This design comes from an exercise in tuning for small area and a short achievable clock period on the open sky130 flow, not from production work.
Where RTL was checked, it was by simulation tests only, not by an equivalence proof against the original.

## v7
Design MAC, start of the top module:
module MAC #(parameter ABIT = 16, BBIT = 16, EBIT = 8)
(
	i_clk,
	i_a, i_b, i_loadVal,
	i_load, i_add, i_useMul,
	o_result
);
For scale: about 68 flip-flops, about 120 I/O pins, roughly 0.0094 sq mm of cells after synthesis.
export LEC_CHECK = 0
export CAP_MARGIN = 20
export CORE_MARGIN = 2
export CORE_UTILIZATION = 60
export CTS_BUF_LIST = sky130_fd_sc_hd__clkbuf_4 sky130_fd_sc_hd__clkbuf_8
export SLEW_MARGIN = 20
create_clock -name core_clock -period 12.0 [get_ports {i_clk}]
standard.sh (not shown) runs the stock make flow with config.mk's settings and CLKGATE_MAP_FILE= SYNTH_SCRIPT=/design/flow/synth_recipe.tcl, a recipe that flattens the netlist after the stock synthesis.
==> flow/flow/run.sh <==
#!/bin/bash
set -euo pipefail
export BUFFER_PORTS_ARGS="-buffer_cell sky130_fd_sc_hd__buf_2"
export SYNTH_ARGS="-noabc"
export SETUP_SLACK_MARGIN=6.7
bash standard.sh > standard.log 2>&1
## Diff of input files: v26 against v7
-- flow/flow/run.sh --
<<< v7, line 4
export SYNTH_ARGS="-noabc"
export SETUP_SLACK_MARGIN=6.7
>>> v26, line 4
export SETUP_SLACK_MARGIN=6.5
-- flow/config.mk --
<<< v7, line 11
export CTS_BUF_LIST = sky130_fd_sc_hd__clkbuf_4 sky130_fd_sc_hd__clkbuf_8
>>> v26, line 11
[summary]
Post-layout utilization of the core | v26 below v7. Looking at clock skew, v26 sits 0.0072 ns lower than v7 does. v7 -> v26: final cycle utilization of the critical path flat. v26 contains more vias than v7. Taking v7 as the reference, in v26 flop-to-flop setup slack essentially unchanged; total number of placement rows increased about 4.4%.
#### Input delta (v54 over v26)
-- flow/config.mk --
<<< v26, line 10
export CORE_UTILIZATION = 60
>>> v54, line 10
export CORE_UTILIZATION = 70
export CTS_BUF_LIST = sky130_fd_sc_hd__clkbuf_4 sky130_fd_sc_hd__clkbuf_8
Notes after the runs:
[compare] base=v26 new=v54: total wirelength of the detailed-routed design went up by 2.0%. Diff v26..v54 | average size of a mapped cell | unchanged. Taking v26 as the reference, in v54 clock network area share higher; number of vias after detailed routing +413.
--- input diff v54..v12 ---
-- flow/flow/run.sh --
<<< v54, line 4
>>> v12, line 4
export SYNTH_ARGS="-noabc"
-- flow/config.mk --
<<< v54, line 10
export CORE_UTILIZATION = 70
>>> v12, line 10
export CORE_UTILIZATION = 60
<<< v54, line 12
>>> v12, line 12
export GPL_ROUTABILITY_DRIVEN = 0
export PLACE_DENSITY = 0.7
==> run notes <==
- v12 ended up with a higher final period demand of the worst path than v54 did.
- As far as multiplexer fraction of the synthesized cell area is concerned, v54 and v12 perform about the same.
- Changes observed in v12 relative to v54: final cell count decreased by about 7% relative to the old numbers; length of routed wiring on met1 fell 4.1%; cell area went down about 4%; number of signal-net inverters in the final layout lost 91; number of gates on the worst path with buffers counted now sits higher.

* * *

Setup of build 31:
MAC again, from the RTL that the note above started with.
clock: 12.0 ns
lec_check: 0
cap_margin: 20
core_margin: 2
core_utilization: 60
slew_margin: 20
==> flow/flow/run.sh <==
#!/bin/bash
set -euo pipefail
export BUFFER_PORTS_ARGS="-buffer_cell sky130_fd_sc_hd__buf_2"
export SETUP_SLACK_MARGIN=7.0
bash standard.sh > standard.log 2>&1
Build 31: full flow OK, the timing, design-rule and antenna checks passed
--- input diff build 31..build 69 ---
- an added PLACE_DENSITY of 0.7
- an added CTS_BUF_LIST of sky130_fd_sc_hd__clkbuf_4 sky130_fd_sc_hd__clkbuf_8
==> flow/flow/run.sh <==
#!/bin/bash
set -euo pipefail
export BUFFER_PORTS_ARGS="-buffer_cell sky130_fd_sc_hd__buf_2"
export SYNTH_ARGS="-noabc"
export SETUP_SLACK_MARGIN=6.5
bash standard.sh > standard.log 2>&1
==> run notes <==
Compared to build 31, build 69 has post-route cell area about 16% lower. Multi-input combinational cell area for build 69: about 14% down relative to build 31. Floorplan row count, build 31 and build 69: smaller value in build 69. Cell total after placement (build 69 vs. build 31) decreases by more than 10%. When build 69 is set beside build 31, its number of fill cells turns out to be 11% larger. The higher non-clock buffering overhead in the final layout came out of build 31.
What build 58 does differently from build 69 at the input level:
- a deleted PLACE_DENSITY that had been 0.7
- Build 58 ended with every stage complete and zero timing, DRC or antenna violations.
- Worst slew slack as a fraction of its limit: build 58 vs build 69 up 5.6 points
- Looking at non-clock buffer share of cell area, build 58 sits 0.91 points higher than build 69 does.
- Delta (build 58 minus build 69): cell area went up by about 2.6%; first-pass GRT wire length rose by 0.63%.
- Taking build 69 as the reference, in build 58 via count picked up an extra 63; final cell count without fillers picked up an extra 5; quantity of gates resized following cts lost 3.
- Comparing build 58 against build 69, there is no change at all in largest net degree at the start of global routing.
- | total met2 wirelength after detailed routing | build 58 vs build 69 | 580 um higher |
The following lists how build 3 was set up differently from build 58:
- PLACE_DENSITY: unset -> 0.7
==> flow/flow/run.sh <==
#!/bin/bash
set -euo pipefail
export BUFFER_PORTS_ARGS="-buffer_cell sky130_fd_sc_hd__buf_2"
export SYNTH_ARGS="-noabc"
export SETUP_SLACK_MARGIN=6.6
bash standard.sh > standard.log 2>&1
Findings:
- Looking at number of global-route vias before repair, build 3 sits 147 higher than build 58 does.
- Looking at most common cell after layout, fill and taps aside, the sky130_fd_sc_hd__buf_2 result is from build 3; the sky130_fd_sc_hd__xnor2_1 one comes from build 58.
- As of build 3, met1 routed wirelength after detailed routing had risen by a few percent compared to build 58.
- In build 3 relative to build 58, post-detailed-route wirelength per cell had gone up by a few percent.
- In build 3 the HPWL reported at the end of detailed placement turned out 270 um higher than in build 58.
- The worst hold slack number comes out lower for build 58 vs build 3.
- NOTE: final critical delay including setup and external delays in build 3 falls short of that of build 58
- The wire length of the first global-routing pass of build 3 was inferior to that of build 58.
- Changes observed in build 3 relative to build 58: count of buffers not belonging to the clock network in the layout increased 12%; critical path depth shrank by 1.
The inputs of build 61 differ from those of build 3 as listed below.
==> flow/flow/run.sh <==
#!/bin/bash
set -euo pipefail
export BUFFER_PORTS_ARGS="-buffer_cell sky130_fd_sc_hd__buf_2"
export SETUP_SLACK_MARGIN=6.5
bash standard.sh > standard.log 2>&1
## What came out
- Build 61 ended with every stage complete and zero timing, DRC or antenna violations.
- Relative to build 3, setup slack after layout has increased by 28 ps in build 61.
- Looking at post-cts resize count, build 61 sits 56% lower than build 3 does.
- Status: count of boundary I/O pins parity (build 3, build 61)
- Commonest non-fill, non-tap cell in the layout: sky130_fd_sc_hd__inv_1 -> build 61, sky130_fd_sc_hd__buf_2 -> build 3
- Number of standard cells in the layout, taps in and fillers out ended up about 8% higher on build 61 than on build 3.
- Delta (build 61 minus build 3): routed wire length decreased 1.4%, total number of vias level.
## Diff of input files: build 15 against build 61
- CORE_UTILIZATION now 70, was 60
- PLACE_DENSITY no longer set, was 0.7
==> flow/flow/run.sh <==
#!/bin/bash
set -euo pipefail
export BUFFER_PORTS_ARGS="-buffer_cell sky130_fd_sc_hd__buf_1"
export SETUP_SLACK_MARGIN=6.5
bash standard.sh > standard.log 2>&1
Build 15 did not stop at any stage, and its layout met the timing, design-rule and antenna checks. Build 15 vs build 61 — setup slack of the critical path after layout dropped 100 ps. Between build 15 and build 61, the via count of the first global-routing pass is higher for build 15. Number of instances resized during post-cts repair for build 15: 30 up relative to build 61. Relative to build 61, the depth of the critical timing path with buffers and inverters included of build 15 is higher by 4. Between build 61 and build 15, the number of H-tree levels figures differ only marginally. Capture point of the critical path = C[11]$_DFF_P_: build 15; capture point of the critical path = o_result[38]: build 61. In build 15 relative to build 61, number of vias per cell after detailed routing had gone up by a little under 10%. Synthesized flop and latch total: build 61 vs build 15 identical. [diff] final instance area, build 15 relative to build 61: regression.

* * *

## run A
Another version of the RTL of MAC (not shown whole).
Size in the first run: about 1,200 cells after synthesis, about 71 flip-flops, roughly 120 I/O pins.
Settings: LEC_CHECK=0, CAP_MARGIN=20, CORE_MARGIN=2, CORE_UTILIZATION=60, SLEW_MARGIN=20; clock period 12.0 ns.
==> flow/flow/run.sh <==
#!/bin/bash
set -euo pipefail
export BUFFER_PORTS_ARGS="-buffer_cell sky130_fd_sc_hd__buf_2"
export SETUP_SLACK_MARGIN=7.0
bash standard.sh > standard.log 2>&1
> inputs changed (run A -> run B)
==> flow/flow/run.sh <==
#!/bin/bash
set -euo pipefail
export SETUP_SLACK_MARGIN=6.5
bash standard.sh > standard.log 2>&1
[summary]
Comparing multi-input gate share of the layout cell area for run A and run B, the bigger number came from run A.
[compare] base=run A new=run B: total non-filler cell area in the finished layout went down, largest net degree at the start of global routing moved up.
In run B the via count turned out about 8% lower than in run A.
#### Input delta (run C over run B)
--- a/flow/flow/run.sh
+++ b/flow/flow/run.sh
@@ -2,0 +3 @@
+export BUFFER_PORTS_ARGS="-buffer_cell sky130_fd_sc_hd__buf_2"
Notes after the runs:
- Proportion of layout cells with a drive suffix above 1: run C vs run B up 3.7 points
- Compare run B and run C | clock tree cell share of total cell area lower: run C
- Run B was larger in final cell area than run C.
- Via count: run C < run B
No run of this note included a check of the RTL's function; only the layout flow was run.

* * *

indigo:
MAC with an RTL version that a note above also has.
Size in the first run: ~1000 cells after synthesis.
Settings: LEC_CHECK=0, CAP_MARGIN=20, CORE_MARGIN=2, CORE_UTILIZATION=60, CTS_BUF_LIST=sky130_fd_sc_hd__clkbuf_4 sky130_fd_sc_hd__clkbuf_8, PLACE_DENSITY=0.8, SLEW_MARGIN=20; clock period 12.0 ns.
==> flow/flow/run.sh <==
#!/bin/bash
set -euo pipefail
export BUFFER_PORTS_ARGS="-buffer_cell sky130_fd_sc_hd__buf_2"
export SYNTH_ARGS="-noabc"
export SETUP_SLACK_MARGIN=6.5
bash standard.sh > standard.log 2>&1
indigo finished every stage and its layout cleared the timing, design-rule and antenna checks.
What amber does differently from indigo at the input level:
Settings: PLACE_DENSITY removed (was 0.8).
==> flow/flow/run.sh <==
#!/bin/bash
set -euo pipefail
export BUFFER_PORTS_ARGS="-buffer_cell sky130_fd_sc_hd__buf_2"
export SETUP_SLACK_MARGIN=6.5
bash standard.sh > standard.log 2>&1
[summary]
amber closes out successfully: all stages finished, all timing, DRC and antenna checks passed.
Re clock period minus final worst setup slack: indigo and amber aren't equal, and the lower value belongs to amber.
Aggregate routed wire length up about 4.5% in amber wrt indigo
Against indigo as the reference, amber delivers a lower relative area change from synthesis to final layout.
Compared with indigo, amber shows a higher die outline area.
Between indigo and amber, the flow reports post-DP HPWL increasing by a little under 10%.
[compare] base=indigo new=amber: critical path data arrival time now sits lower; setup slack rose by 47 ps; mean area per synthesized cell shows a reduction of 6.5%.
For harbor, these inputs were changed with respect to amber:
Settings: CTS_BUF_LIST removed (was sky130_fd_sc_hd__clkbuf_4 sky130_fd_sc_hd__clkbuf_8).
==> flow/flow/run.sh <==
#!/bin/bash
set -euo pipefail
export BUFFER_PORTS_ARGS="-buffer_cell sky130_fd_sc_hd__buf_2"
export SETUP_SLACK_MARGIN=6.0
bash standard.sh > standard.log 2>&1
[summary]
- [harbor] ratio of final minimum period to clock period rose 3.3 points relative to amber
- Via count in harbor is 69 higher than in amber
- From amber to harbor, clock-buffer cell count did not move at all.
For cedar, these inputs were changed with respect to harbor:
Settings: putting PLACE_DENSITY at 0.75 where nothing was set; putting CTS_BUF_LIST at sky130_fd_sc_hd__clkbuf_4 sky130_fd_sc_hd__clkbuf_8 where nothing was set.
==> flow/flow/run.sh <==
#!/bin/bash
set -euo pipefail
export BUFFER_PORTS_ARGS="-buffer_cell sky130_fd_sc_hd__buf_2"
export SYNTH_ARGS="-noabc"
export SETUP_SLACK_MARGIN=6.5
bash standard.sh > standard.log 2>&1
## What came out
Run comparison: cedar most frequent standard cell in the layout excluding fill and tap cells sky130_fd_sc_hd__xnor2_1; harbor most frequent standard cell in the layout excluding fill and tap cells sky130_fd_sc_hd__inv_1
Total length of routed met2 wires in cedar is 1.5% above harbor.
The lower wire length of the first global-routing pass of harbor and cedar is in cedar.
Compared with harbor, in cedar worst setup slack now sits higher; synthesized area now sits lower.
Here is what was changed in the inputs of maple compared with cedar.
Settings: SLEW_MARGIN: 20 -> 5; CAP_MARGIN: 20 -> 5; PLACE_DENSITY: 0.75 -> 0.7.
==> run notes <==
maple against cedar: fraction of layout instances using a drive strength above 1 lost 1.7 points; wire length of the first global-routing pass went down 260 µm. Compared maple vs cedar, and half-perimeter wire length after detailed placement is down in maple. Per the comparison of maple with cedar, layout overhead on the synthesized area went down, sequential share of layout area shows an increase of 0.32 points.

## port drivers added, routing unchanged
The results above use ideal ports. As a check the final layouts listed here were re-extracted and re-timed, cells and wires unchanged. Step 1, drivers: a clkbuf_16 drives i_clk and a buf_2 each remaining input, both assumed. Step 2 adds t to the input delays and takes it off the output delays; t is the mean of the earliest and latest rising clock arrival at the registers after step 1. Input paths then give back, and output paths get back, about the clock's delay inside the block. Slacks: no drivers / after step 1 / after step 2; pairs: no drivers / after step 1.
run	shift t [ns]	setup slack, ns	hold WS [ns]	latest minus earliest clock arrival (ns)
v7	0.403	6.566 / 6.557 / 6.153	0.656 / 0.656 / 0.656	0.018 / 0.017
v26	0.366	6.579 / 6.549 / 6.183	0.689 / 0.689 / 0.689	0.010 / 0.010
v54	0.391	6.563 / 6.496 / 6.105	0.704 / 0.704 / 0.704	0.009 / 0.009
v12	0.407	6.540 / 6.561 / 6.154	0.646 / 0.646 / 0.646	0.016 / 0.016
build 31	0.378	6.533 / 6.537 / 6.160	0.714 / 0.714 / 0.714	0.013 / 0.013
build 69	0.407	6.540 / 6.561 / 6.154	0.646 / 0.646 / 0.646	0.016 / 0.016
build 58	0.412	6.469 / 6.473 / 6.060	0.647 / 0.647 / 0.647	0.018 / 0.017
build 3	0.415	6.550 / 6.538 / 6.137	0.654 / 0.654 / 0.654	0.020 / 0.020
build 61	0.382	6.578 / 6.540 / 6.163	0.722 / 0.722 / 0.722	0.013 / 0.013
build 15	0.380	6.473 / 6.471 / 6.092	0.705 / 0.705 / 0.705	0.020 / 0.019
run A	0.384	6.443 / 6.399 / 6.041	0.762 / 0.762 / 0.762	0.009 / 0.009
run B	0.373	6.347 / 6.301 / 6.101	0.749 / 0.749 / 0.749	0.011 / 0.012
run C	0.381	6.489 / 6.445 / 6.124	0.730 / 0.730 / 0.730	0.006 / 0.006
indigo	0.402	6.512 / 6.528 / 6.126	0.663 / 0.663 / 0.663	0.014 / 0.014
amber	0.379	6.559 / 6.522 / 6.183	0.691 / 0.691 / 0.691	0.014 / 0.013
harbor	0.376	6.164 / 6.189 / 5.813	0.678 / 0.678 / 0.678	0.010 / 0.010
cedar	0.417	6.531 / 6.534 / 6.117	0.651 / 0.651 / 0.651	0.018 / 0.018
maple	0.407	6.540 / 6.561 / 6.154	0.646 / 0.646 / 0.646	0.016 / 0.016
After both steps every run listed still meets setup and hold. For v54, which loses most, drivers alone change the setup slack by -0.067 ns; drivers and shift together by -0.458 ns.
